Context: an optimization exercise on an open-source flow, tuned for small area and a short achievable clock period. The choices shown serve that exercise and are no tape-out recipe. Function was checked by simulation only, so behaviour that the tests miss may differ from the original. Power and IR drop assume default switching activity.

==> flow/design.v <==
`default_nettype none
`timescale 1ns/1ns
module pe (
    input  logic        clk,
    input  logic        rst,
    input  logic        clr,
    input  logic [7:0]  a_in,
    input  logic [7:0]  b_in,
    output logic [17:0] acc_out
);
    logic [17:0] rx, ry, sum;
    logic pp0_0;
    logic pp0_1;
    logic pp0_2;
    logic pp0_3;
    logic pp0_4;
    logic pp0_5;
    logic pp0_6;
    logic pp0_7;
    logic pp1_0;
    logic pp1_1;
    logic pp1_2;
    logic pp1_3;
    logic pp1_4;
    logic pp1_5;
    logic pp1_6;
    logic pp1_7;
    logic pp2_0;
    logic pp2_1;
    logic pp2_2;
    logic pp2_3;
    logic pp2_4;
    logic pp2_5;
    logic pp2_6;
    logic pp2_7;
    logic pp3_0;
    logic pp3_1;
    logic pp3_2;
    logic pp3_3;
    logic pp3_4;
    logic pp3_5;
    logic pp3_6;
    logic pp3_7;
    logic pp4_0;
    logic pp4_1;
    logic pp4_2;
    logic pp4_3;
    logic pp4_4;
    logic pp4_5;
    logic pp4_6;
    logic pp4_7;
    logic pp5_0;
    logic pp5_1;
    logic pp5_2;
    logic pp5_3;
    logic pp5_4;
    logic pp5_5;
    logic pp5_6;
    logic pp5_7;
    logic pp6_0;
    logic pp6_1;
    logic pp6_2;
    logic pp6_3;
    logic pp6_4;
    logic pp6_5;
    logic pp6_6;
    logic pp6_7;
    logic pp7_0;
    logic pp7_1;
    logic pp7_2;
    logic pp7_3;
    logic pp7_4;
    logic pp7_5;
    logic pp7_6;
    logic pp7_7;
    logic ha_s0;
    logic ha_c0;
    logic fa_s0;
    logic fa_c0;
    logic ha_s1;
    logic ha_c1;
    logic fa_s1;
    logic fa_c1;
    logic fa_s2;
    logic fa_c2;
    logic ha_s2;
    logic ha_c2;
    logic fa1_s0;
    logic fa1_c0;
    logic fa_s3;
    logic fa_c3;
    logic fa_s4;
    logic fa_c4;
    logic fa_s5;
    logic fa_c5;
    logic fa_s6;
    logic fa_c6;
    logic fa_s7;
    logic fa_c7;
    logic ha_s3;
    logic ha_c3;
    logic fa_s8;
    logic fa_c8;
    logic ha_s4;
    logic ha_c4;
    logic fa_s9;
    logic fa_c9;
    logic fa_s10;
    logic fa_c10;
    logic fa_s11;
    logic fa_c11;
    logic fa_s12;
    logic fa_c12;
    logic fa_s13;
    logic fa_c13;
    logic fa_s14;
    logic fa_c14;
    logic fa_s15;
    logic fa_c15;
    logic fa_s16;
    logic fa_c16;
    logic fa_s17;
    logic fa_c17;
    logic fa_s18;
    logic fa_c18;
    logic fa_s19;
    logic fa_c19;
    logic fa_s20;
    logic fa_c20;
    logic fa_s21;
    logic fa_c21;
    logic fa_s22;
    logic fa_c22;
    logic fa_s23;
    logic fa_c23;
    logic ha_s5;
    logic ha_c5;
    logic fa_s24;
    logic fa_c24;
    logic fa_s25;
    logic fa_c25;
    logic fa_s26;
    logic fa_c26;
    logic fa_s27;
    logic fa_c27;
    logic fa_s28;
    logic fa_c28;
    logic fa_s29;
    logic fa_c29;
    logic fa_s30;
    logic fa_c30;
    logic fa_s31;
    logic fa_c31;
    logic fa_s32;
    logic fa_c32;
    logic fa_s33;
    logic fa_c33;
    logic fa_s34;
    logic fa_c34;
    logic ha_s6;
    logic ha_c6;
    logic fa_s35;
    logic fa_c35;
    logic fa_s36;
    logic fa_c36;
    logic fa_s37;
    logic fa_c37;
    logic fa_s38;
    logic fa_c38;
    logic fa_s39;
    logic fa_c39;
    logic fa_s40;
    logic fa_c40;
    logic fa_s41;
    logic fa_c41;
    logic fa_s42;
    logic fa_c42;
    logic fa_s43;
    logic fa_c43;
    logic fa_s44;
    logic fa_c44;
    logic fa_s45;
    logic fa_c45;
    logic fa_s46;
    logic fa_c46;
    logic fa_s47;
    logic fa_c47;
    logic inv_s0;
    logic inv_c0;
    logic inv_s1;
    logic inv_c1;
    logic inv_s2;
    logic inv_c2;
    logic cpc0;
    logic cpc1;
    logic cpc2;
    logic cpc3;
    logic pp_p4;
    logic pp_g4;
    logic pp_p5;
    logic pp_g5;
    logic pp_p6;
    logic pp_g6;
    logic pp_p7;
    logic pp_g7;
    logic pp_p8;
    logic pp_g8;
    logic pp_p9;
    logic pp_g9;
    logic pp_p10;
    logic pp_g10;
    logic pp_p11;
    logic pp_g11;
    logic pp_p12;
    logic pp_g12;
    logic pp_p13;
    logic pp_g13;
    logic pp_p14;
    logic pp_g14;
    logic pp_p15;
    logic pp_g15;
    logic pp_p16;
    logic pp_g16;
    logic pp_p17;
    logic pp_g17;
    logic pg1;
    logic pg2;
    logic pq3;
    logic pg4;
    logic pq5;
    logic pg6;
    logic pq7;
    logic pg8;
    logic pq9;
    logic pg10;
    logic pq11;
    logic pg12;
    logic pq13;
    logic pn14;
    logic pg15;
    logic pg16;
    logic pn17;
    logic pg18;
    logic pn19;
    logic pq20;
    logic pg21;
    logic pq22;
    logic pn23;
    logic pg24;
    logic pn25;
    logic pq26;
    logic pg27;
    logic pq28;
    logic pg29;
    logic pn30;
    logic pg31;
    logic pn32;
    logic pg33;
    logic pg34;
    logic pg35;
    logic pq36;
    logic pn37;
    logic pg38;
    logic pn39;
    logic pq40;
    logic pn41;
    logic pg42;
    logic pg43;
    logic pg44;
    logic pn45;
    logic pg46;
    logic pg47;
    logic pn48;
    logic pg49;
    assign pp0_0 = a_in[0] & b_in[0];
    assign pp0_1 = a_in[0] & b_in[1];
    assign pp0_2 = a_in[0] & b_in[2];
    assign pp0_3 = a_in[0] & b_in[3];
    assign pp0_4 = a_in[0] & b_in[4];
    assign pp0_5 = a_in[0] & b_in[5];
    assign pp0_6 = a_in[0] & b_in[6];
    assign pp0_7 = ~(a_in[0] & b_in[7]);
    assign pp1_0 = a_in[1] & b_in[0];
    assign pp1_1 = a_in[1] & b_in[1];
    assign pp1_2 = a_in[1] & b_in[2];
    assign pp1_3 = a_in[1] & b_in[3];
    assign pp1_4 = a_in[1] & b_in[4];
    assign pp1_5 = a_in[1] & b_in[5];
    assign pp1_6 = a_in[1] & b_in[6];
    assign pp1_7 = ~(a_in[1] & b_in[7]);
    assign pp2_0 = a_in[2] & b_in[0];
    assign pp2_1 = a_in[2] & b_in[1];
    assign pp2_2 = a_in[2] & b_in[2];
    assign pp2_3 = a_in[2] & b_in[3];
    assign pp2_4 = a_in[2] & b_in[4];
    assign pp2_5 = a_in[2] & b_in[5];
    assign pp2_6 = a_in[2] & b_in[6];
    assign pp2_7 = ~(a_in[2] & b_in[7]);
    assign pp3_0 = a_in[3] & b_in[0];
    assign pp3_1 = a_in[3] & b_in[1];
    assign pp3_2 = a_in[3] & b_in[2];
    assign pp3_3 = a_in[3] & b_in[3];
    assign pp3_4 = a_in[3] & b_in[4];
    assign pp3_5 = a_in[3] & b_in[5];
    assign pp3_6 = a_in[3] & b_in[6];
    assign pp3_7 = ~(a_in[3] & b_in[7]);
    assign pp4_0 = a_in[4] & b_in[0];
    assign pp4_1 = a_in[4] & b_in[1];
    assign pp4_2 = a_in[4] & b_in[2];
    assign pp4_3 = a_in[4] & b_in[3];
    assign pp4_4 = a_in[4] & b_in[4];
    assign pp4_5 = a_in[4] & b_in[5];
    assign pp4_6 = a_in[4] & b_in[6];
    assign pp4_7 = ~(a_in[4] & b_in[7]);
    assign pp5_0 = a_in[5] & b_in[0];
    assign pp5_1 = a_in[5] & b_in[1];
    assign pp5_2 = a_in[5] & b_in[2];
    assign pp5_3 = a_in[5] & b_in[3];
    assign pp5_4 = a_in[5] & b_in[4];
    assign pp5_5 = a_in[5] & b_in[5];
    assign pp5_6 = a_in[5] & b_in[6];
    assign pp5_7 = ~(a_in[5] & b_in[7]);
    assign pp6_0 = a_in[6] & b_in[0];
    assign pp6_1 = a_in[6] & b_in[1];
    assign pp6_2 = a_in[6] & b_in[2];
    assign pp6_3 = a_in[6] & b_in[3];
    assign pp6_4 = a_in[6] & b_in[4];
    assign pp6_5 = a_in[6] & b_in[5];
    assign pp6_6 = a_in[6] & b_in[6];
    assign pp6_7 = ~(a_in[6] & b_in[7]);
    assign pp7_0 = ~(a_in[7] & b_in[0]);
    assign pp7_1 = ~(a_in[7] & b_in[1]);
    assign pp7_2 = ~(a_in[7] & b_in[2]);
    assign pp7_3 = ~(a_in[7] & b_in[3]);
    assign pp7_4 = ~(a_in[7] & b_in[4]);
    assign pp7_5 = ~(a_in[7] & b_in[5]);
    assign pp7_6 = ~(a_in[7] & b_in[6]);
    assign pp7_7 = a_in[7] & b_in[7];
    ha u_ha_s0 (.x(acc_out[5]), .y(pp0_5), .s(ha_s0), .c(ha_c0));
    fa u_fa_s0 (.x(acc_out[6]), .y(pp0_6), .z(pp1_5), .s(fa_s0), .c(fa_c0));
    ha u_ha_s1 (.x(pp2_4), .y(pp3_3), .s(ha_s1), .c(ha_c1));
    fa u_fa_s1 (.x(acc_out[7]), .y(pp0_7), .z(pp1_6), .s(fa_s1), .c(fa_c1));
    fa u_fa_s2 (.x(pp2_5), .y(pp3_4), .z(pp4_3), .s(fa_s2), .c(fa_c2));
    ha u_ha_s2 (.x(pp5_2), .y(pp6_1), .s(ha_s2), .c(ha_c2));
    assign fa1_s0 = ~(acc_out[8] ^ pp1_7);
    assign fa1_c0 = acc_out[8] | pp1_7;
    fa u_fa_s3 (.x(pp2_6), .y(pp3_5), .z(pp4_4), .s(fa_s3), .c(fa_c3));
    fa u_fa_s4 (.x(pp5_3), .y(pp6_2), .z(pp7_1), .s(fa_s4), .c(fa_c4));
    fa u_fa_s5 (.x(acc_out[9]), .y(pp2_7), .z(pp3_6), .s(fa_s5), .c(fa_c5));
    fa u_fa_s6 (.x(pp4_5), .y(pp5_4), .z(pp6_3), .s(fa_s6), .c(fa_c6));
    fa u_fa_s7 (.x(acc_out[10]), .y(pp3_7), .z(pp4_6), .s(fa_s7), .c(fa_c7));
    ha u_ha_s3 (.x(acc_out[3]), .y(pp0_3), .s(ha_s3), .c(ha_c3));
    fa u_fa_s8 (.x(acc_out[4]), .y(pp0_4), .z(pp1_3), .s(fa_s8), .c(fa_c8));
    ha u_ha_s4 (.x(pp2_2), .y(pp3_1), .s(ha_s4), .c(ha_c4));
    fa u_fa_s9 (.x(pp1_4), .y(pp2_3), .z(pp3_2), .s(fa_s9), .c(fa_c9));
    fa u_fa_s10 (.x(pp4_1), .y(pp5_0), .z(ha_s0), .s(fa_s10), .c(fa_c10));
    fa u_fa_s11 (.x(pp4_2), .y(pp5_1), .z(pp6_0), .s(fa_s11), .c(fa_c11));
    fa u_fa_s12 (.x(ha_c0), .y(ha_s1), .z(fa_s0), .s(fa_s12), .c(fa_c12));
    fa u_fa_s13 (.x(pp7_0), .y(ha_c1), .z(ha_s2), .s(fa_s13), .c(fa_c13));
    fa u_fa_s14 (.x(fa_c0), .y(fa_s1), .z(fa_s2), .s(fa_s14), .c(fa_c14));
    fa u_fa_s15 (.x(ha_c2), .y(fa1_s0), .z(fa_c1), .s(fa_s15), .c(fa_c15));
    fa u_fa_s16 (.x(fa_c2), .y(fa_s3), .z(fa_s4), .s(fa_s16), .c(fa_c16));
    fa u_fa_s17 (.x(pp7_2), .y(fa1_c0), .z(fa_c3), .s(fa_s17), .c(fa_c17));
    fa u_fa_s18 (.x(fa_c4), .y(fa_s5), .z(fa_s6), .s(fa_s18), .c(fa_c18));
    fa u_fa_s19 (.x(pp5_5), .y(pp6_4), .z(pp7_3), .s(fa_s19), .c(fa_c19));
    fa u_fa_s20 (.x(fa_c5), .y(fa_c6), .z(fa_s7), .s(fa_s20), .c(fa_c20));
    fa u_fa_s21 (.x(acc_out[11]), .y(pp4_7), .z(pp5_6), .s(fa_s21), .c(fa_c21));
    fa u_fa_s22 (.x(pp6_5), .y(pp7_4), .z(fa_c7), .s(fa_s22), .c(fa_c22));
    fa u_fa_s23 (.x(acc_out[12]), .y(pp5_7), .z(pp6_6), .s(fa_s23), .c(fa_c23));
    ha u_ha_s5 (.x(acc_out[2]), .y(pp0_2), .s(ha_s5), .c(ha_c5));
    fa u_fa_s24 (.x(pp1_2), .y(pp2_1), .z(pp3_0), .s(fa_s24), .c(fa_c24));
    fa u_fa_s25 (.x(pp4_0), .y(ha_c3), .z(ha_s4), .s(fa_s25), .c(fa_c25));
    fa u_fa_s26 (.x(ha_c4), .y(fa_c8), .z(fa_s9), .s(fa_s26), .c(fa_c26));
    fa u_fa_s27 (.x(fa_c9), .y(fa_s11), .z(fa_c10), .s(fa_s27), .c(fa_c27));
    fa u_fa_s28 (.x(fa_c11), .y(fa_s13), .z(fa_c12), .s(fa_s28), .c(fa_c28));
    fa u_fa_s29 (.x(fa_c13), .y(fa_c14), .z(fa_s15), .s(fa_s29), .c(fa_c29));
    fa u_fa_s30 (.x(fa_c15), .y(fa_c16), .z(fa_s17), .s(fa_s30), .c(fa_c30));
    fa u_fa_s31 (.x(fa_s19), .y(fa_c17), .z(fa_c18), .s(fa_s31), .c(fa_c31));
    fa u_fa_s32 (.x(fa_c19), .y(fa_s21), .z(fa_c20), .s(fa_s32), .c(fa_c32));
    fa u_fa_s33 (.x(pp7_5), .y(fa_c21), .z(fa_s23), .s(fa_s33), .c(fa_c33));
    fa u_fa_s34 (.x(acc_out[13]), .y(pp6_7), .z(pp7_6), .s(fa_s34), .c(fa_c34));
    ha u_ha_s6 (.x(acc_out[1]), .y(pp0_1), .s(ha_s6), .c(ha_c6));
    fa u_fa_s35 (.x(pp1_1), .y(pp2_0), .z(ha_s5), .s(fa_s35), .c(fa_c35));
    fa u_fa_s36 (.x(ha_c5), .y(ha_s3), .z(fa_s24), .s(fa_s36), .c(fa_c36));
    fa u_fa_s37 (.x(fa_c24), .y(fa_s8), .z(fa_s25), .s(fa_s37), .c(fa_c37));
    fa u_fa_s38 (.x(fa_c25), .y(fa_s10), .z(fa_s26), .s(fa_s38), .c(fa_c38));
    fa u_fa_s39 (.x(fa_c26), .y(fa_s12), .z(fa_s27), .s(fa_s39), .c(fa_c39));
    fa u_fa_s40 (.x(fa_s14), .y(fa_c27), .z(fa_s28), .s(fa_s40), .c(fa_c40));
    fa u_fa_s41 (.x(fa_s16), .y(fa_c28), .z(fa_s29), .s(fa_s41), .c(fa_c41));
    fa u_fa_s42 (.x(fa_s18), .y(fa_c29), .z(fa_s30), .s(fa_s42), .c(fa_c42));
    fa u_fa_s43 (.x(fa_s20), .y(fa_c30), .z(fa_s31), .s(fa_s43), .c(fa_c43));
    fa u_fa_s44 (.x(fa_s22), .y(fa_c31), .z(fa_s32), .s(fa_s44), .c(fa_c44));
    fa u_fa_s45 (.x(fa_c22), .y(fa_s33), .z(fa_c32), .s(fa_s45), .c(fa_c45));
    fa u_fa_s46 (.x(fa_c23), .y(fa_s34), .z(fa_c33), .s(fa_s46), .c(fa_c46));
    fa u_fa_s47 (.x(acc_out[14]), .y(pp7_7), .z(fa_c34), .s(fa_s47), .c(fa_c47));
    assign inv_s0 = ~acc_out[15];
    assign inv_c0 = acc_out[15];
    assign inv_s1 = ~acc_out[16];
    assign inv_c1 = acc_out[16];
    assign inv_s2 = ~acc_out[17];
    assign inv_c2 = acc_out[17];
    assign rx = {inv_c1, inv_c0, inv_s0, fa_s47, fa_s46, fa_c44, fa_c43, fa_c42, fa_c41, fa_c40, fa_c39, fa_c38, fa_c37, fa_c36, fa_c35, ha_c6, pp1_0, acc_out[0]};
    assign ry = {inv_s2, inv_s1, fa_c47, fa_c46, fa_c45, fa_s45, fa_s44, fa_s43, fa_s42, fa_s41, fa_s40, fa_s39, fa_s38, fa_s37, fa_s36, fa_s35, ha_s6, pp0_0};
    ha u_cpa0 (.x(acc_out[0]), .y(pp0_0), .s(sum[0]), .c(cpc0));
    fa u_cpa1 (.x(pp1_0), .y(ha_s6), .z(cpc0), .s(sum[1]), .c(cpc1));
    fa u_cpa2 (.x(ha_c6), .y(fa_s35), .z(cpc1), .s(sum[2]), .c(cpc2));
    fa u_cpa3 (.x(fa_c35), .y(fa_s36), .z(cpc2), .s(sum[3]), .c(cpc3));
    ha u_hpg4 (.x(fa_c36), .y(fa_s37), .s(pp_p4), .c(pp_g4));
    ha u_hpg5 (.x(fa_c37), .y(fa_s38), .s(pp_p5), .c(pp_g5));
    ha u_hpg6 (.x(fa_c38), .y(fa_s39), .s(pp_p6), .c(pp_g6));
    ha u_hpg7 (.x(fa_c39), .y(fa_s40), .s(pp_p7), .c(pp_g7));
    ha u_hpg8 (.x(fa_c40), .y(fa_s41), .s(pp_p8), .c(pp_g8));
    ha u_hpg9 (.x(fa_c41), .y(fa_s42), .s(pp_p9), .c(pp_g9));
    ha u_hpg10 (.x(fa_c42), .y(fa_s43), .s(pp_p10), .c(pp_g10));
    ha u_hpg11 (.x(fa_c43), .y(fa_s44), .s(pp_p11), .c(pp_g11));
    ha u_hpg12 (.x(fa_c44), .y(fa_s45), .s(pp_p12), .c(pp_g12));
    ha u_hpg13 (.x(fa_s46), .y(fa_c45), .s(pp_p13), .c(pp_g13));
    ha u_hpg14 (.x(fa_s47), .y(fa_c46), .s(pp_p14), .c(pp_g14));
    ha u_hpg15 (.x(inv_s0), .y(fa_c47), .s(pp_p15), .c(pp_g15));
    ha u_hpg16 (.x(inv_c0), .y(inv_s1), .s(pp_p16), .c(pp_g16));
    ha u_hpg17 (.x(inv_c1), .y(inv_s2), .s(pp_p17), .c(pp_g17));
    paoi u_pg1 (.g1(pp_g4), .p1(pp_p4), .g0(cpc3), .y(pg1));
    paoi u_pg2 (.g1(pp_g6), .p1(pp_p6), .g0(pp_g5), .y(pg2));
    pnand u_pq3 (.a(pp_p6), .b(pp_p5), .y(pq3));
    paoi u_pg4 (.g1(pp_g8), .p1(pp_p8), .g0(pp_g7), .y(pg4));
    pnand u_pq5 (.a(pp_p8), .b(pp_p7), .y(pq5));
    paoi u_pg6 (.g1(pp_g10), .p1(pp_p10), .g0(pp_g9), .y(pg6));
    pnand u_pq7 (.a(pp_p10), .b(pp_p9), .y(pq7));
    paoi u_pg8 (.g1(pp_g12), .p1(pp_p12), .g0(pp_g11), .y(pg8));
    pnand u_pq9 (.a(pp_p12), .b(pp_p11), .y(pq9));
    paoi u_pg10 (.g1(pp_g14), .p1(pp_p14), .g0(pp_g13), .y(pg10));
    pnand u_pq11 (.a(pp_p14), .b(pp_p13), .y(pq11));
    paoi u_pg12 (.g1(pp_g16), .p1(pp_p16), .g0(pp_g15), .y(pg12));
    pnand u_pq13 (.a(pp_p16), .b(pp_p15), .y(pq13));
    pinv u_pn14 (.a(pg1), .y(pn14));
    paoi u_pg15 (.g1(pp_g5), .p1(pp_p5), .g0(pn14), .y(pg15));
    poai u_pg16 (.g1(pg2), .p1(pq3), .g0(pg1), .y(pg16));
    pinv u_pn17 (.a(pg4), .y(pn17));
    paoi u_pg18 (.g1(pp_g9), .p1(pp_p9), .g0(pn17), .y(pg18));
    pinv u_pn19 (.a(pq5), .y(pn19));
    pnand u_pq20 (.a(pp_p9), .b(pn19), .y(pq20));
    poai u_pg21 (.g1(pg6), .p1(pq7), .g0(pg4), .y(pg21));
    pnor u_pq22 (.a(pq7), .b(pq5), .y(pq22));
    pinv u_pn23 (.a(pg8), .y(pn23));
    paoi u_pg24 (.g1(pp_g13), .p1(pp_p13), .g0(pn23), .y(pg24));
    pinv u_pn25 (.a(pq9), .y(pn25));
    pnand u_pq26 (.a(pp_p13), .b(pn25), .y(pq26));
    poai u_pg27 (.g1(pg10), .p1(pq11), .g0(pg8), .y(pg27));
    pnor u_pq28 (.a(pq11), .b(pq9), .y(pq28));
    paoi u_pg29 (.g1(pp_g7), .p1(pp_p7), .g0(pg16), .y(pg29));
    pinv u_pn30 (.a(pg16), .y(pn30));
    poai u_pg31 (.g1(pg4), .p1(pq5), .g0(pn30), .y(pg31));
    pinv u_pn32 (.a(pg16), .y(pn32));
    poai u_pg33 (.g1(pg18), .p1(pq20), .g0(pn32), .y(pg33));
    paoi u_pg34 (.g1(pg21), .p1(pq22), .g0(pg16), .y(pg34));
    paoi u_pg35 (.g1(pp_g15), .p1(pp_p15), .g0(pg27), .y(pg35));
    pnand u_pq36 (.a(pp_p15), .b(pq28), .y(pq36));
    pinv u_pn37 (.a(pg27), .y(pn37));
    poai u_pg38 (.g1(pg12), .p1(pq13), .g0(pn37), .y(pg38));
    pinv u_pn39 (.a(pq28), .y(pn39));
    pnor u_pq40 (.a(pq13), .b(pn39), .y(pq40));
    pinv u_pn41 (.a(pg34), .y(pn41));
    paoi u_pg42 (.g1(pp_g11), .p1(pp_p11), .g0(pn41), .y(pg42));
    poai u_pg43 (.g1(pg8), .p1(pq9), .g0(pg34), .y(pg43));
    poai u_pg44 (.g1(pg24), .p1(pq26), .g0(pg34), .y(pg44));
    pinv u_pn45 (.a(pg34), .y(pn45));
    paoi u_pg46 (.g1(pg27), .p1(pq28), .g0(pn45), .y(pg46));
    poai u_pg47 (.g1(pg35), .p1(pq36), .g0(pg34), .y(pg47));
    pinv u_pn48 (.a(pg34), .y(pn48));
    paoi u_pg49 (.g1(pg38), .p1(pq40), .g0(pn48), .y(pg49));
    assign sum[4] = pp_p4 ^ cpc3;
    assign sum[5] = ~(pp_p5 ^ pg1);
    assign sum[6] = ~(pp_p6 ^ pg15);
    assign sum[7] = pp_p7 ^ pg16;
    assign sum[8] = ~(pp_p8 ^ pg29);
    assign sum[9] = pp_p9 ^ pg31;
    assign sum[10] = pp_p10 ^ pg33;
    assign sum[11] = ~(pp_p11 ^ pg34);
    assign sum[12] = ~(pp_p12 ^ pg42);
    assign sum[13] = pp_p13 ^ pg43;
    assign sum[14] = pp_p14 ^ pg44;
    assign sum[15] = ~(pp_p15 ^ pg46);
    assign sum[16] = pp_p16 ^ pg47;
    assign sum[17] = ~(pp_p17 ^ pg49);
    always_ff @(posedge clk) begin
        if (rst || clr) acc_out <= '0;
        else            acc_out <= sum;
    end
endmodule
module fa (
    input  logic x,
    input  logic y,
    input  logic z,
    output logic s,
    output logic c
);
    assign s = x ^ y ^ z;
    assign c = (x & y) | (x & z) | (y & z);
endmodule
module bsel (
    input  logic one,
    input  logic two,
    input  logic neg,
    input  logic x,
    input  logic y,
    output logic p
);
    assign p = ((one & x) | (two & y)) ^ neg;
endmodule
module bseln (
    input  logic one,
    input  logic two,
    input  logic neg,
    input  logic x,
    input  logic y,
    output logic p
);
    assign p = ~(((one & x) | (two & y)) ^ neg);
endmodule
module paoi (input logic g1, input logic p1, input logic g0, output logic y);
    assign y = ~(g1 | (p1 & g0));
endmodule
module poai (input logic g1, input logic p1, input logic g0, output logic y);
    assign y = ~(g1 & (p1 | g0));
endmodule
module pnand (input logic a, input logic b, output logic y);
    assign y = ~(a & b);
endmodule
module pnor (input logic a, input logic b, output logic y);
    assign y = ~(a | b);
endmodule
module pinv (input logic a, output logic y);
    assign y = ~a;
endmodule
module ha (
    input  logic x,
    input  logic y,
    output logic s,
    output logic c
);
    assign s = x ^ y;
    assign c = x & y;
endmodule
`default_nettype none
`timescale 1ns/1ns
module sysarray (
    input  logic               clk,
    input  logic               rst,
    input  logic               clr,
    input  logic [2:0][7:0]    left,
    input  logic [2:0][7:0]    top,
    output logic [8:0][17:0]   out
);
    logic [2:0][2:0][7:0] a_in;   
    logic [2:0][2:0][7:0] b_in;   
    genvar r, c;
    generate
        for (r = 0; r < 3; r++) begin : g_row
            assign a_in[r][0] = left[r];
            assign b_in[0][r] = top[r];
            for (c = 0; c < 3; c++) begin : g_col
                if (c < 2) begin : g_hop
                    logic [7:0] a_q, b_q;
                    always_ff @(posedge clk) begin
                        if (rst) begin
                            a_q <= '0;
                            b_q <= '0;
                        end else begin
                            a_q <= a_in[r][c];
                            b_q <= b_in[c][r];
                        end
                    end
                    assign a_in[r][c+1] = a_q;
                    assign b_in[c+1][r] = b_q;
                end
                pe u_pe (
                    .clk(clk),
                    .rst(rst),
                    .clr(clr),
                    .a_in(a_in[r][c]),
                    .b_in(b_in[r][c]),
                    .acc_out(out[3*r+c])
                );
            end
        end
    endgenerate
endmodule
`default_nettype none
`timescale 1ns/1ns
module sysarray_flat (
    input  wire         clk,
    input  wire         rst,
    input  wire         clr,
    input  wire [23:0]  a_left,
    input  wire [23:0]  b_top,
    output wire [161:0] acc_out
);
    sysarray u_arr (
        .clk(clk),
        .rst(rst),
        .clr(clr),
        .left(a_left),
        .top(b_top),
        .out(acc_out)
    );
endmodule
==> flow/flow/run.sh <==
#!/bin/bash
# The standard layout, with every port buffered by the smallest buffer
# (sky130_fd_sc_hd__buf_1) rather than the cell buffer_ports picks by itself;
# repair_design and repair_timing resize them afterwards where needed.
set -euo pipefail
export BUFFER_PORTS_ARGS="-buffer_cell sky130_fd_sc_hd__buf_1"
bash standard.sh > standard.log 2>&1
==> flow/standard.sh <==
#!/bin/bash
# synth_recipe.tcl (not shown) runs the flow's synth.tcl, then flattens the netlist and writes it again
# the make line also repeats each setting of config.mk as NAME=value (left out here)
make -C /OpenROAD-flow-scripts/flow DESIGN_CONFIG=/design/flow/config.mk WORK_HOME=/design/flow/orfs CLKGATE_MAP_FILE= SYNTH_SCRIPT=/design/flow/synth_recipe.tcl "${@:-finish}"
==> flow/config.mk <==
export PLATFORM = sky130hd
export DESIGN_NAME = sysarray_flat
export DESIGN_NICKNAME = sysarray_flat
export VERILOG_FILES = /design/flow/design.v
export SDC_FILE = /design/flow/constraint.sdc
export NUM_CORES = 4
export LEC_CHECK = 0
export CAP_MARGIN = 20
export CORE_MARGIN = 2
export CORE_UTILIZATION = 40
export CTS_BUF_LIST = sky130_fd_sc_hd__clkbuf_4 sky130_fd_sc_hd__clkbuf_8
export SETUP_SLACK_MARGIN = 0.7
export SLEW_MARGIN = 20
export SYNTH_HIERARCHICAL = 1
export SYNTH_MINIMUM_KEEP_SIZE = 0
==> flow/constraint.sdc <==
create_clock -name core_clock -period 5.0 [get_ports {clk}]
set_input_delay 1.0000 -clock core_clock [delete_from_list [all_inputs] [get_ports {clk}]]
set_output_delay 1.0000 -clock core_clock [all_outputs]
set_load 0.01 [all_outputs]
==> run notes, run 1 <==
Final hold vios -> 0
Initial antenna violation count -> 3
CTS root buf -> clkbuf_8
Lkg Pwr -> 13.0 nW
Ys Warns -> 8
Count of final setup violators -> 0
Worst hold stages -> 1
I/O Pins -> 213
Dpl cells -> 3511
Worst Max-Slew Pin Slew -> 704 ps
Slew headroom -> 0.531
Clock-pin transition on the worst setup and hold timing paths -> 60 ps
Clock Path Buffers -> 3
Iter 0 DRT Violations -> 628
Internal power -> 8.05 mW
Post-CTS Setup Bufs -> 0
Post-route antenna net violation count -> 0
H-tree depth -> 2
Fin Setup TNS -> 0 ps
Die height -> 259 um
Clock share of power -> 0.166
CTS tree -> built
Final instance area -> 29200 um^2
Seq/Total Area, Yosys -> 0.199
Req. time, crit path -> 5500 ps
Crit Path Category -> primary input to flip-flop
Synthesis-to-finish area growth -> 12.3%
Distinct cells, synth -> 18
Avg WL per Cell -> 17.5 um
Status -> no timing/DRC/antenna violations
Num rows -> 93
Via density -> 4.87
Most common cell after layout, fill and taps aside -> and2_1
Critical path capture point type -> flip-flop
Routability cong. -> 0.853
Reg2reg path depth -> 13
Final core utilization -> 0.453
Vias post-DR -> 17600
Core area -> 64300 um^2
Post-synthesis cell area -> 26000 um^2
Max frequency -> 239 MHz
Initial core utilization -> 0.404
Nets@finish -> 3429
Net Sw Frac -> 0.456
Grt total ovfl -> 0
Max VDD drop -> 0.392 mV
Largest net degree at the start of global routing -> 33
PwrDens -> 507 nW/um^2
DRT Wirelength -> 63000 um
Max_cap viols -> 0
Hold Crit Class -> flip-flop to flip-flop
Layout Cells excl Fill -> 3608
Cell Area, Placed -> 27800 um^2
Die area -> 67000 um^2
Share of cells above drive strength 1 -> 0.132
Syn_area_per_cell -> 10.6 um^2
Most frequent cells in the layout -> and2_1 (495), fa_1 (459), dfxtp_1 (220), nand2_1 (198), buf_1 (197)
Slew Limit Fails -> 0
First-pass GRT wire length -> 104000 um
Post-DP HPWL -> 50400 um
Post-route DRC violation count -> 0
Drt first pass iters -> 5
Arrival @ worst endpoint -> 4690 ps
Skew-Pair Late Insertion Delay -> 650 ps
Seq pwr share -> 0.184
CTS Hold Buffers Added -> 0
RSZ-0062 raised after global routing -> true
Mapped Cells -> 2461
Die width -> 259 um
Fin crit share -> 0.837
Sw power -> 6.74 mW
Tmin final -> 4180 ps
Syn Nets -> 3178
Combinational power share -> 0.650
Worst Skew -> 33.2 ps
CTS buffer count -> 54
Number of synthesized register bits -> 258
Port Buffer Count -> 212
GRT Overall Usage -> 0.195
Crit-path max FO -> 5
Worst setup SP type -> primary input
Clock sinks -> 258
Vias in the first global route -> 19900
Layout fillers -> 6076
repair_timing:
item,in CTS,in global routing
pin swaps,0,1
cloned,0,0
resized for setup,6,62
endpoints found under the setup margin,6,52
layer usage:
layer	wire, um	part of all wire	vias up	global-route usage
met5	26	0.00041	-	0
met4	1690	0.027	4	0.0556
met3	3500	0.056	114	0.0462
met2	31200	0.50	313	0.336
met1	26600	0.42	8963	0.242
li1	-	-	8172	-
modules after synthesis (local to each module, per instance), excerpt:
module | cell area [um^2] | cells
ha | 12.5 | 1
pnand | 3.75 | 1
paoi | 8.76 | 1
pinv | 3.75 | 1
fa | 20.0 | 1
sysarray | 2600 | 202
pnor | 3.75 | 1
pe | 1020 | 129
poai | 5.00 | 1
registers in the layout, indices dropped and copies added, names as in the netlist:
| name | flops |
|---|---|
| u_arr.g_row.g_col.g_hop.a_q | 48 |
| u_arr.g_row.g_col.g_hop.b_q | 48 |
| u_arr.g_row.g_col.u_pe.acc_out | 162 |
metrics by stage:
stage	setup slack, ps	power (mW)	hold WS, ps
2_1_floorplan	702	10.5	436
3_3_place_gp	121	12.0	551
3_5_place_dp	-29.7	12.3	578
4_1_cts	713	14.9	591
5_1_grt	685	16.3	556
6_report	816	14.8	538
cell type report:
cell class	count	area, um^2	share of cell area
multi-input cells	1977	19900	0.683
flip-flops and latches	258	5230	0.179
repair buffers	259	1180	0.0406
well taps	855	1070	0.0367
clock buffers	81	1030	0.0352
inverters	162	608	0.0209
clock inverters	15	130	0.00446
diodes	1	2.50	0.0000858
cell families (layout without fill, tap and decap cells):
| family | count (synthesis) | count (layout) | synth area share |
|---|---|---|---|
| and+or+nand+nor | 960 | 960 | 0.197 |
| adders and majority gates | 666 | 666 | 0.454 |
| DFF | 258 | 258 | 0.199 |
| buffers and inverters | 226 | 517 | 0.0433 |
| AOI/OAI and AO/OA | 225 | 225 | 0.0642 |
| xor gates and xnor gates | 126 | 126 | 0.0425 |
| other | 0 | 1 | 0 |
power by group through the flow:
stage                     combinational [mW]  clock (mW)  sequential [mW]
after floorplan                         7.75           0             2.72
after global placement                  9.22           0             2.76
after detailed placement                9.54           0             2.77
after CTS                               9.62        2.57             2.73
after global routing                    10.9        2.65             2.77
final                                   9.61        2.45             2.72
final timing paths:
kind	from	to	slack [ps]
worst max register to register	u_arr.g_row[2].g_col[1].g_hop.a_q[3]$_SDFF_PP0_	u_arr.g_row[2].g_col[2].u_pe.acc_out[15]$_SDFF_PP0_	900
worst min-delay path	u_arr.g_row[2].g_col[0].g_hop.a_q[2]$_SDFF_PP0_	u_arr.g_row[2].g_col[1].g_hop.a_q[2]$_SDFF_PP0_	540
worst min register to register	u_arr.g_row[2].g_col[0].g_hop.a_q[2]$_SDFF_PP0_	u_arr.g_row[2].g_col[1].g_hop.a_q[2]$_SDFF_PP0_	540
worst max-delay path	b_top[7]	u_arr.g_row[0].g_col[0].u_pe.acc_out[17]$_SDFF_PP0_	820
worst max-delay path: stages:
cell,delay [ps]
buf_1,210
buf_4,190
nand2_1,90
fa_1,540
fa_1,440
fa_1,550
fa_1,430
ha_1,360
nand2_1,120
nor2_1,260
inv_1,70
nor2_1,140
a21oi_2,80
xor2_1,150
nor2_1,50
Yosys cell counts:
library cell  count  area share
dfxtp_1         258        0.20
clkbuf_1          9      0.0013
and2_1          495        0.12
buf_2             5     0.00096
ha_1            207        0.10
nor2_1          153       0.022
xor2_1           63       0.021
fa_1            459        0.35
nor2b_1          96       0.023
o21ai_1          81       0.016
or2_1             9      0.0022
xnor2_1          63       0.021
nand2_1         198       0.029
buf_4            28      0.0081
nor2_2            9      0.0022
inv_1           162       0.023
buf_6            22      0.0095
a21oi_2         144       0.049
==> run 2: changes to the inputs <==
--- a/flow/config.mk
+++ b/flow/config.mk
@@ -9,7 +9,7 @@
 export CORE_MARGIN = 2
 export CORE_UTILIZATION = 40
 export CTS_BUF_LIST = sky130_fd_sc_hd__clkbuf_4 sky130_fd_sc_hd__clkbuf_8
-export SETUP_SLACK_MARGIN = 0.7
+export SETUP_SLACK_MARGIN = 1.0
 export SLEW_MARGIN = 20
 export SYNTH_HIERARCHICAL = 1
 export SYNTH_MINIMUM_KEEP_SIZE = 0
==> run notes, run 2 <==
Layout Cells excl Fill -> 3607 (was 3608)
Top FF cell, synth -> dfxtp_1 (unchanged)
Hold Crit Class -> flip-flop to flip-flop (unchanged)
Total power -> 15.7 mW (was 14.8 mW)
FF-to-FF End -> u_arr.g_row[1].g_col[1].u_pe.acc_out[15]$_SDFF_PP0_ (was u_arr.g_row[2].g_col[2].u_pe.acc_out[15]$_SDFF_PP0_)
Largest register by flop count -> u_arr.g_row.g_col.u_pe.acc_out (unchanged)
Max incr delay on CP -> 570 ps (was 550 ps)
Number of flops mapped to enable cells by yosys -> 0 (unchanged)
Max_cap viols -> 0 (unchanged)
Skew-Pair Late Insertion Delay -> 670 ps (was 650 ps)
Worst setup slack after layout -> 1090 ps (was 816 ps)
Pre-CTS setup slack -> 150 ps (was -29.7 ps)
Reg2reg path depth -> 13 (unchanged)
Fin crit share -> 0.781 (was 0.837)
Seq/Total Area, Yosys -> 0.199 (unchanged)
Post-route DRC violation count -> 0 (unchanged)
Area leader, netlist -> fa_1 (unchanged)
Routability cong. -> 0.861 (was 0.853)
Most common cell after layout, fill and taps aside -> and2_1 (unchanged)
Slew headroom -> 0.501 (was 0.531)
Synthesis-to-finish area growth -> 15.8% (was 12.3%)
Top-area cell type share of the netlist area -> 0.354 (unchanged)
Clock sinks -> 258 (unchanged)
Dpl cells -> 3486 (was 3511)
Top flop regs -> u_arr.g_row.g_col.u_pe.acc_out (162), u_arr.g_row.g_col.g_hop.a_q (48), u_arr.g_row.g_col.g_hop.b_q (48) (unchanged)
Syn Nets -> 3178 (unchanged)
CTS buffer count -> 53 (was 54)
Tmin final -> 3910 ps (was 4180 ps)
Worst min-delay path endpoint -> u_arr.g_row[2].g_col[1].g_hop.a_q[2]$_SDFF_PP0_ (unchanged)
Avg WL per Cell -> 17.9 um (was 17.5 um)
Worst hold stages -> 1 (unchanged)
Most frequent cells in the layout -> and2_1 (481), fa_1 (397), nand2_1 (192), dfxtp_1 (181), buf_1 (175) (was and2_1 (495), fa_1 (459), dfxtp_1 (220), nand2_1 (198), buf_1 (197))
Critical path capture point type -> flip-flop (unchanged)
Post-DP HPWL -> 51000 um (was 50400 um)
R2r setup slk -> 1130 ps (was 900 ps)
Max reg flops -> 162 (unchanged)
Via density -> 4.85 (was 4.87)
Hold Crit Start -> u_arr.g_row[2].g_col[0].g_hop.a_q[2]$_SDFF_PP0_ (unchanged)
Worst Skew -> 53.5 ps (was 33.2 ps)
I/O Pins -> 213 (unchanged)
Req. time, crit path -> 5500 ps (about the same)
Mapped Cells -> 2461 (unchanged)
PwrDens -> 523 nW/um^2 (was 507 nW/um^2)
Vias post-DR -> 17500 (was 17600)
Post-synthesis cell area -> 26000 um^2 (unchanged)
Vias in the first global route -> 19900 (about the same)
Clock Path Buffers -> 3 (unchanged)
Nets@finish -> 3426 (was 3429)
Largest net degree at the start of global routing -> 56 (was 33)
Post-route antenna net violation count -> 0 (unchanged)
Crit Path Category -> primary input to flip-flop (unchanged)
Slew Limit Fails -> 0 (unchanged)
First-pass GRT wire length -> 105000 um (was 104000 um)
Port Buffer Count -> 212 (unchanged)
Iter 0 DRT Violations -> 570 (was 628)
Crit-path max FO -> 7 (was 5)
Max frequency -> 256 MHz (was 239 MHz)
Fin Setup TNS -> 0 ps (unchanged)
DRT Wirelength -> 64700 um (was 63000 um)
Die width -> 259 um (unchanged)
Max VDD drop -> 0.580 mV (was 0.392 mV)
Die area -> 67000 um^2 (unchanged)
H-tree depth -> 2 (unchanged)
Num rows -> 93 (unchanged)
Lkg Pwr -> 13.0 nW (about the same)
CTS root buf -> clkbuf_8 (unchanged)
Die height -> 259 um (unchanged)
Drt first pass iters -> 5 (unchanged)
CTS tree -> built (unchanged)
Syn_area_per_cell -> 10.6 um^2 (unchanged)
Reg-to-Reg Start -> u_arr.g_row[1].g_col[0].g_hop.b_q[5]$_SDFF_PP0_ (was u_arr.g_row[2].g_col[1].g_hop.a_q[3]$_SDFF_PP0_)
Worst hold margin -> 527 ps (was 538 ps)
GRT Overall Usage -> 0.199 (was 0.195)
Share of cells above drive strength 1 -> 0.207 (was 0.132)
Commonest cells in the netlist -> and2_1 (495), fa_1 (459), dfxtp_1 (258), ha_1 (207), nand2_1 (198) (unchanged)
Number of synthesized register bits -> 258 (unchanged)
Most common cell on crit path -> fa_1 (unchanged)
Clock-pin transition on the worst setup and hold timing paths -> 60 ps (about the same)
Critical-path top delay cell -> fa_1 (unchanged)
Count leader, synth -> and2_1 (unchanged)
Ys Warns -> 8 (unchanged)
Status -> no timing/DRC/antenna violations (unchanged)
Initial core utilization -> 0.404 (unchanged)
Layout fillers -> 5901 (was 6076)
CP cell instances -> clkbuf_2 -> and2_4 -> fa_1 -> fa_2 -> fa_1 -> fa_1 -> ha_4 -> a21oi_4 -> o21ai_2 -> a21oi_4 -> inv_2 -> a21oi_2 -> xor2_1 -> nor2_1 (was buf_1 -> buf_4 -> nand2_1 -> fa_1 -> fa_1 -> fa_1 -> fa_1 -> ha_1 -> nand2_1 -> nor2_1 -> inv_1 -> nor2_1 -> a21oi_2 -> xor2_1 -> nor2_1)
Count of final setup violators -> 0 (unchanged)
Core area -> 64300 um^2 (unchanged)
Asr flop ratio synth -> 0 (unchanged)
Initial antenna violation count -> 7 (was 3)
Worst Max-Slew Pin Slew -> 749 ps (was 704 ps)
Worst setup SP type -> primary input (unchanged)
Distinct cells, synth -> 18 (unchanged)
RSZ-0062 raised after global routing -> true (unchanged)
Dominant cells by area after synthesis -> fa_1 (35%), dfxtp_1 (20%), and2_1 (12%), ha_1 (10%), a21oi_2 (4.9%) (unchanged)
Grt total ovfl -> 0 (unchanged)
Arrival @ worst endpoint -> 4410 ps (was 4690 ps)
Final hold vios -> 0 (unchanged)
run 2: cell counts after synthesis:
Identical to the previous run, type by type.
run 2: per-layer routing:
layer | vias up | global-route usage | share of wire
met2 | 354 | 0.346 | 0.50
met3 | 132 | 0.0428 | 0.051
met4 | 6 | 0.0755 | 0.034
met5 | - | 0 | 0.00051
met1 | 8840 | 0.241 | 0.41
li1 | 8172 | - | -
run 2: critical path: cells and delay by family:
| kind | cells | cell delay (ps) |
|---|---|---|
| buf+inv | 2 | 200 |
| xor+xnor | 1 | 160 |
| simple gates | 2 | 230 |
| fa+ha+maj | 5 | 2150 |
| compound gates | 4 | 660 |
run 2: final cells by class:
type	instances	area, um^2	area share
sequential	258	5330	0.177
antenna	4	10.0	0.000333
timing repair buffer	257	1200	0.0398
inverter	162	608	0.0202
clock buffer	83	1070	0.0355
tap	855	1070	0.0356
multi-input combinational	1977	20700	0.688
clock inverter	11	95.1	0.00316
run 2: worst max-delay path by stage:
| stage | startpoint | end | cells past startpoint |
|---|---|---|---|
| 2_1_floorplan | a_left[1] | u_arr.g_row[0].g_col[0].u_pe.acc_out[15]$_SDFF_PP0_ | 13 |
| 3_3_place_gp | b_top[7] | u_arr.g_row[0].g_col[0].u_pe.acc_out[15]$_SDFF_PP0_ | 14 |
| 3_5_place_dp | b_top[7] | u_arr.g_row[0].g_col[0].u_pe.acc_out[15]$_SDFF_PP0_ | 14 |
| 4_1_cts | u_arr.g_row[1].g_col[0].g_hop.a_q[3]$_SDFF_PP0_ | u_arr.g_row[1].g_col[1].u_pe.acc_out[17]$_SDFF_PP0_ | 13 |
| 5_1_grt | u_arr.g_row[1].g_col[1].g_hop.b_q[4]$_SDFF_PP0_ | u_arr.g_row[2].g_col[1].u_pe.acc_out[17]$_SDFF_PP0_ | 13 |
| 6_report | a_left[18] | u_arr.g_row[2].g_col[0].u_pe.acc_out[15]$_SDFF_PP0_ | 14 |
run 2: power breakdown:
group | switching, mW | internal (mW) | leakage (nW) | total, mW
combinational | 5.63 | 4.91 | 10.2 | 10.5
clock | 1.04 | 1.40 | 0.619 | 2.45
sequential | 0.336 | 2.40 | 2.15 | 2.74
run 2: repair_timing:
item,in CTS,in global routing
setup endpoints to repair,52,58
gates resized for setup,81,158
setup buffers,7,16
pin swaps,3,54
cloned,0,0
hold buffers,0,0
run 2: kinds of logic after synthesis:
group                      share of synthesized area
and+or+nand+nor                                0.197
adders and majority gates                      0.454
DFF                                            0.199
buffers and inverters                         0.0433
AOI/OAI and AO/OA                             0.0642
xor gates and xnor gates                      0.0425
run 2: modules after synthesis, one instance, submodules excluded, excerpt:
module,flip-flops and latches,copies in the design,cell area [um^2],cells
poai,0,81,5.00,1
fa,0,459,20.0,1
pnor,0,27,3.75,1
ha,0,198,12.5,1
pinv,0,108,3.75,1
paoi,0,144,8.76,1
pe,18,9,1020,129
pnand,0,81,3.75,1
sysarray,96,1,2600,202
run 2: per-stage QoR:
stage / instance area, um^2 / utilization
finish: 30100 / 0.467
global route: 30100 / 0.467
CTS: 29400 / 0.457
detailed placement: 28000 / 0.436
global placement: 28000 / 0.436
floorplan: 26600 / -
==> run 3: changes to the inputs <==
--- a/flow/config.mk
+++ b/flow/config.mk
@@ -9,6 +9,8 @@
 export CORE_MARGIN = 2
 export CORE_UTILIZATION = 40
 export CTS_BUF_LIST = sky130_fd_sc_hd__clkbuf_4 sky130_fd_sc_hd__clkbuf_8
+export CTS_CLUSTER_DIAMETER = 60
+export CTS_CLUSTER_SIZE = 16
 export SETUP_SLACK_MARGIN = 1.0
 export SLEW_MARGIN = 20
 export SYNTH_HIERARCHICAL = 1
==> run notes, run 3 <==
Die width -> 259 um (unchanged)
Arrival @ worst endpoint -> 4430 ps (was 4410 ps)
Initial core utilization -> 0.404 (unchanged)
Clock-pin transition on the worst setup and hold timing paths -> 100 ps (was 60 ps)
Critical path capture point type -> flip-flop (unchanged)
Vias in the first global route -> 19800 (was 19900)
Total power -> 15.6 mW (was 15.7 mW)
GRT Overall Usage -> 0.198 (was 0.199)
Worst setup SP type -> primary input (unchanged)
Crit path launch -> b_top[4] (was a_left[18])
PwrDens -> 521 nW/um^2 (was 523 nW/um^2)
CTS root buf -> clkbuf_8 (unchanged)
CTS Hold Buffers Added -> 0 (unchanged)
Lkg Pwr -> 12.9 nW (was 13.0 nW)
CTS buffer count -> 41 (was 53)
Port Buffer Count -> 212 (unchanged)
Hold Crit Start -> u_arr.g_row[0].g_col[0].g_hop.a_q[4]$_SDFF_PP0_ (was u_arr.g_row[2].g_col[0].g_hop.a_q[2]$_SDFF_PP0_)
Die height -> 259 um (unchanged)
Max incr delay on CP -> 580 ps (was 570 ps)
Largest register by flop count -> u_arr.g_row.g_col.u_pe.acc_out (unchanged)
Commonest cells in the netlist -> and2_1 (495), fa_1 (459), dfxtp_1 (258), ha_1 (207), nand2_1 (198) (unchanged)
Share of cells above drive strength 1 -> 0.206 (was 0.207)
Seq/Total Area, Yosys -> 0.199 (unchanged)
First-pass GRT wire length -> 105000 um (about the same)
Final core utilization -> 0.466 (was 0.467)
Met1 Use GR -> 0.242 (was 0.241)
Ys Warns -> 8 (unchanged)
Reg2reg path depth -> 13 (unchanged)
Number of synthesized register bits -> 258 (unchanged)
Worst Max-Slew Pin Slew -> 749 ps (about the same)
Top delay family on crit path -> adder cells (unchanged)
Area of the multi-input gates -> 20800 um^2 (was 20700 um^2)
Clock Path Buffers -> 3 (unchanged)
Final instance area -> 30000 um^2 (was 30100 um^2)
Clock sinks -> 258 (unchanged)
Crit Path Category -> primary input to flip-flop (unchanged)
Reg area -> 5320 um^2 (was 5330 um^2)
Number of flops mapped to enable cells by yosys -> 0 (unchanged)
Slew headroom -> 0.501 (about the same)
I/O Pins -> 213 (unchanged)
Max VDD drop -> 0.580 mV (about the same)
Top-area cell type share of the netlist area -> 0.354 (unchanged)
Asr flop ratio synth -> 0 (unchanged)
RSZ-0062 raised after global routing -> true (unchanged)
Cell Area, Placed -> 28000 um^2 (unchanged)
Skew-Pair Late Insertion Delay -> 640 ps (was 670 ps)
Final hold vios -> 0 (unchanged)
DRT Wirelength -> 64500 um (was 64700 um)
Synthesis-to-finish area growth -> 15.4% (was 15.8%)
Post-route antenna net violation count -> 0 (unchanged)
Mapped Cells -> 2461 (unchanged)
Syn_area_per_cell -> 10.6 um^2 (unchanged)
Max reg flops -> 162 (unchanged)
Post-DP HPWL -> 51000 um (unchanged)
Critical path depth in cells -> 14 (unchanged)
Largest net degree at the start of global routing -> 56 (unchanged)
Vias post-DR -> 17400 (was 17500)
Critical-path top delay cell -> fa_1 (unchanged)
Layout fillers -> 5904 (was 5901)
Post-synthesis cell area -> 26000 um^2 (unchanged)
Fin Setup TNS -> 0 ps (unchanged)
Dominant cells by area after synthesis -> fa_1 (35%), dfxtp_1 (20%), and2_1 (12%), ha_1 (10%), a21oi_2 (4.9%) (unchanged)
Post-route DRC violation count -> 0 (unchanged)
Worst hold stages -> 1 (unchanged)
Most frequent cells in the layout -> and2_1 (479), fa_1 (392), nand2_1 (193), dfxtp_1 (182), buf_1 (172) (was and2_1 (481), fa_1 (397), nand2_1 (192), dfxtp_1 (181), buf_1 (175))
Top flop regs -> u_arr.g_row.g_col.u_pe.acc_out (162), u_arr.g_row.g_col.g_hop.a_q (48), u_arr.g_row.g_col.g_hop.b_q (48) (unchanged)
CTS tree -> built (unchanged)
Nets@finish -> 3413 (was 3426)
Distinct cells, synth -> 18 (unchanged)
Num rows -> 93 (unchanged)
Initial antenna violation count -> 8 (was 7)
CP cell instances -> buf_4 -> and2_4 -> fa_1 -> fa_2 -> fa_1 -> fa_1 -> ha_4 -> a21oi_4 -> o21ai_2 -> a21oi_4 -> inv_1 -> a21oi_2 -> xor2_1 -> nor2_1 (was clkbuf_2 -> and2_4 -> fa_1 -> fa_2 -> fa_1 -> fa_1 -> ha_4 -> a21oi_4 -> o21ai_2 -> a21oi_4 -> inv_2 -> a21oi_2 -> xor2_1 -> nor2_1)
Count leader, synth -> and2_1 (unchanged)
Most common cell on crit path -> fa_1 (unchanged)
Die area -> 67000 um^2 (unchanged)
Max frequency -> 254 MHz (was 256 MHz)
Count of final setup violators -> 0 (unchanged)
Routability cong. -> 0.861 (unchanged)
Grt total ovfl -> 0 (unchanged)
Global-route met2 utilization -> 0.345 (was 0.346)
Reg-to-Reg Start -> u_arr.g_row[1].g_col[0].g_hop.b_q[5]$_SDFF_PP0_ (unchanged)
Worst hold margin -> 546 ps (was 527 ps)
Drt first pass iters -> 5 (unchanged)
Tmin final -> 3940 ps (was 3910 ps)
Max_cap viols -> 0 (unchanged)
Via density -> 4.86 (was 4.85)
Crit-path max FO -> 9 (was 7)
Slew Limit Fails -> 0 (unchanged)
Most common cell after layout, fill and taps aside -> and2_1 (unchanged)
Avg WL per Cell -> 18.0 um (was 17.9 um)
Syn Nets -> 3178 (unchanged)
Fin crit share -> 0.788 (was 0.781)
Top FF cell, synth -> dfxtp_1 (unchanged)
M3 GR Usage -> 0.0409 (was 0.0428)
Worst Skew -> 37.5 ps (was 53.5 ps)
H-tree depth -> 2 (unchanged)
Core area -> 64300 um^2 (unchanged)
Status -> no timing/DRC/antenna violations (unchanged)
Buf/Inv on CP -> 2 (unchanged)
Top Usage Layer GRT -> met2 (unchanged)
Iter 0 DRT Violations -> 589 (was 570)
Area leader, netlist -> fa_1 (unchanged)
Hold Crit Class -> flip-flop to flip-flop (unchanged)
Req. time, crit path -> 5490 ps (was 5500 ps)
## run 3: cell counts after synthesis
Identical to the previous run, type by type.
## run 3: per-module statistics from Yosys, one instance, submodules excluded, excerpt
| module | copies in the design | cell area [um^2] | cells | flops+latches |
|---|---|---|---|---|
| pnor | 27 | 3.75 | 1 | 0 |
| ha | 198 | 12.5 | 1 | 0 |
| poai | 81 | 5.00 | 1 | 0 |
| paoi | 144 | 8.76 | 1 | 0 |
| pnand | 81 | 3.75 | 1 | 0 |
| sysarray | 1 | 2600 | 202 | 96 |
| pe | 9 | 1020 | 129 | 18 |
| fa | 459 | 20.0 | 1 | 0 |
| pinv | 108 | 3.75 | 1 | 0 |
## run 3: logic make-up (layout without fill, tap and decap cells)
logic type,Yosys count,count (layout),synth area share
simple gates,960,960,0.197
fa+ha+maj,666,666,0.454
flops,258,258,0.199
buf+inv,226,489,0.0433
compound gates,225,225,0.0642
xor+xnor,126,126,0.0425
other cells,0,5,0
## run 3: repair_timing
item / in CTS / in global routing
pin swaps: 4 / 67
setup buffers: 9 / 13
resized for setup: 84 / 181
setup endpoints to repair: 55 / 59
## run 3: power by group
part / switching (mW) / internal [mW] / total (mW)
registers: 0.335 / 2.40 / 2.73
clock network: 1.07 / 1.12 / 2.20
logic: 5.69 / 5.00 / 10.7
## run 3: routing by layer
metal  up-vias  wire (um)
li1       8138          -
met1      8812      26600
met2       339      32300
met3       128       3140
met4         6       2350
met5         -         33
## run 3: path summary, 6_finish.rpt
path | slack (ps) | endpoint
setup / recovery | 1060 | u_arr.g_row[0].g_col[0].u_pe.acc_out[12]$_SDFF_PP0_
hold / removal | 550 | u_arr.g_row[0].g_col[1].g_hop.a_q[4]$_SDFF_PP0_
setup reg to reg | 1120 | u_arr.g_row[1].g_col[1].u_pe.acc_out[12]$_SDFF_PP0_
hold reg to reg | 550 | u_arr.g_row[0].g_col[1].g_hop.a_q[4]$_SDFF_PP0_
## run 3: area by class of cell
class                           count  share of cell area
Tap cell                          855              0.0357
Clock buffer                       45              0.0200
Sequential cell                   258               0.177
Inverter                          162              0.0203
Timing Repair Buffer              256              0.0406
Multi-Input combinational cell   1977               0.694
Antenna cell                        5            0.000418
Clock inverter                     26              0.0114
## run 3: stage by stage
| step | std cells | setup WS (ps) |
|---|---|---|
| 2_1_floorplan | 2461 | 845 |
| 3_3_place_gp | 3486 | 221 |
| 3_5_place_dp | 3486 | 150 |
| 4_1_cts | 3566 | 1000 |
| 5_1_grt | 3584 | 945 |
| 6_report | 3584 | 1060 |
## run 3: worst reg2reg max path, delay by kind of cell (launching register included)
kind | cells | cell delay, ps
and+or+nand+nor | 2 | 220
AOI/OAI and AO/OA | 4 | 640
xor gates and xnor gates | 1 | 160
adders and majority gates | 5 | 2240
DFF | 1 | 400
buffers and inverters | 1 | 90

==> static timing again, ports no longer ideal <==
How much do the figures lean on ideal ports? The routed layouts below were timed once more, with nothing changed but the port constraints.
Step 1 assumes that a clkbuf_16 drives the clock port and a buf_2 every other input.
Step 2 also shifts input and output timing later by t, the mid clock arrival at the registers, as if the neighbouring blocks saw the same clock.
Three values: no drivers, after step 1, after step 2; two values: the first two.
run	shift t [ns]	setup slack, ns	latest minus earliest clock arrival (ns)
run 1	0.684	0.816 / 0.847 / 0.163	0.037 / 0.037
run 2	0.707	1.094 / 1.114 / 0.407	0.056 / 0.056
run 3	0.680	1.062 / 1.076 / 0.396	0.040 / 0.039
After both steps every run listed still meets setup and hold. The setup slack of run 2, which loses most, moves by +0.020 ns with the drivers and by -0.687 ns with both steps.
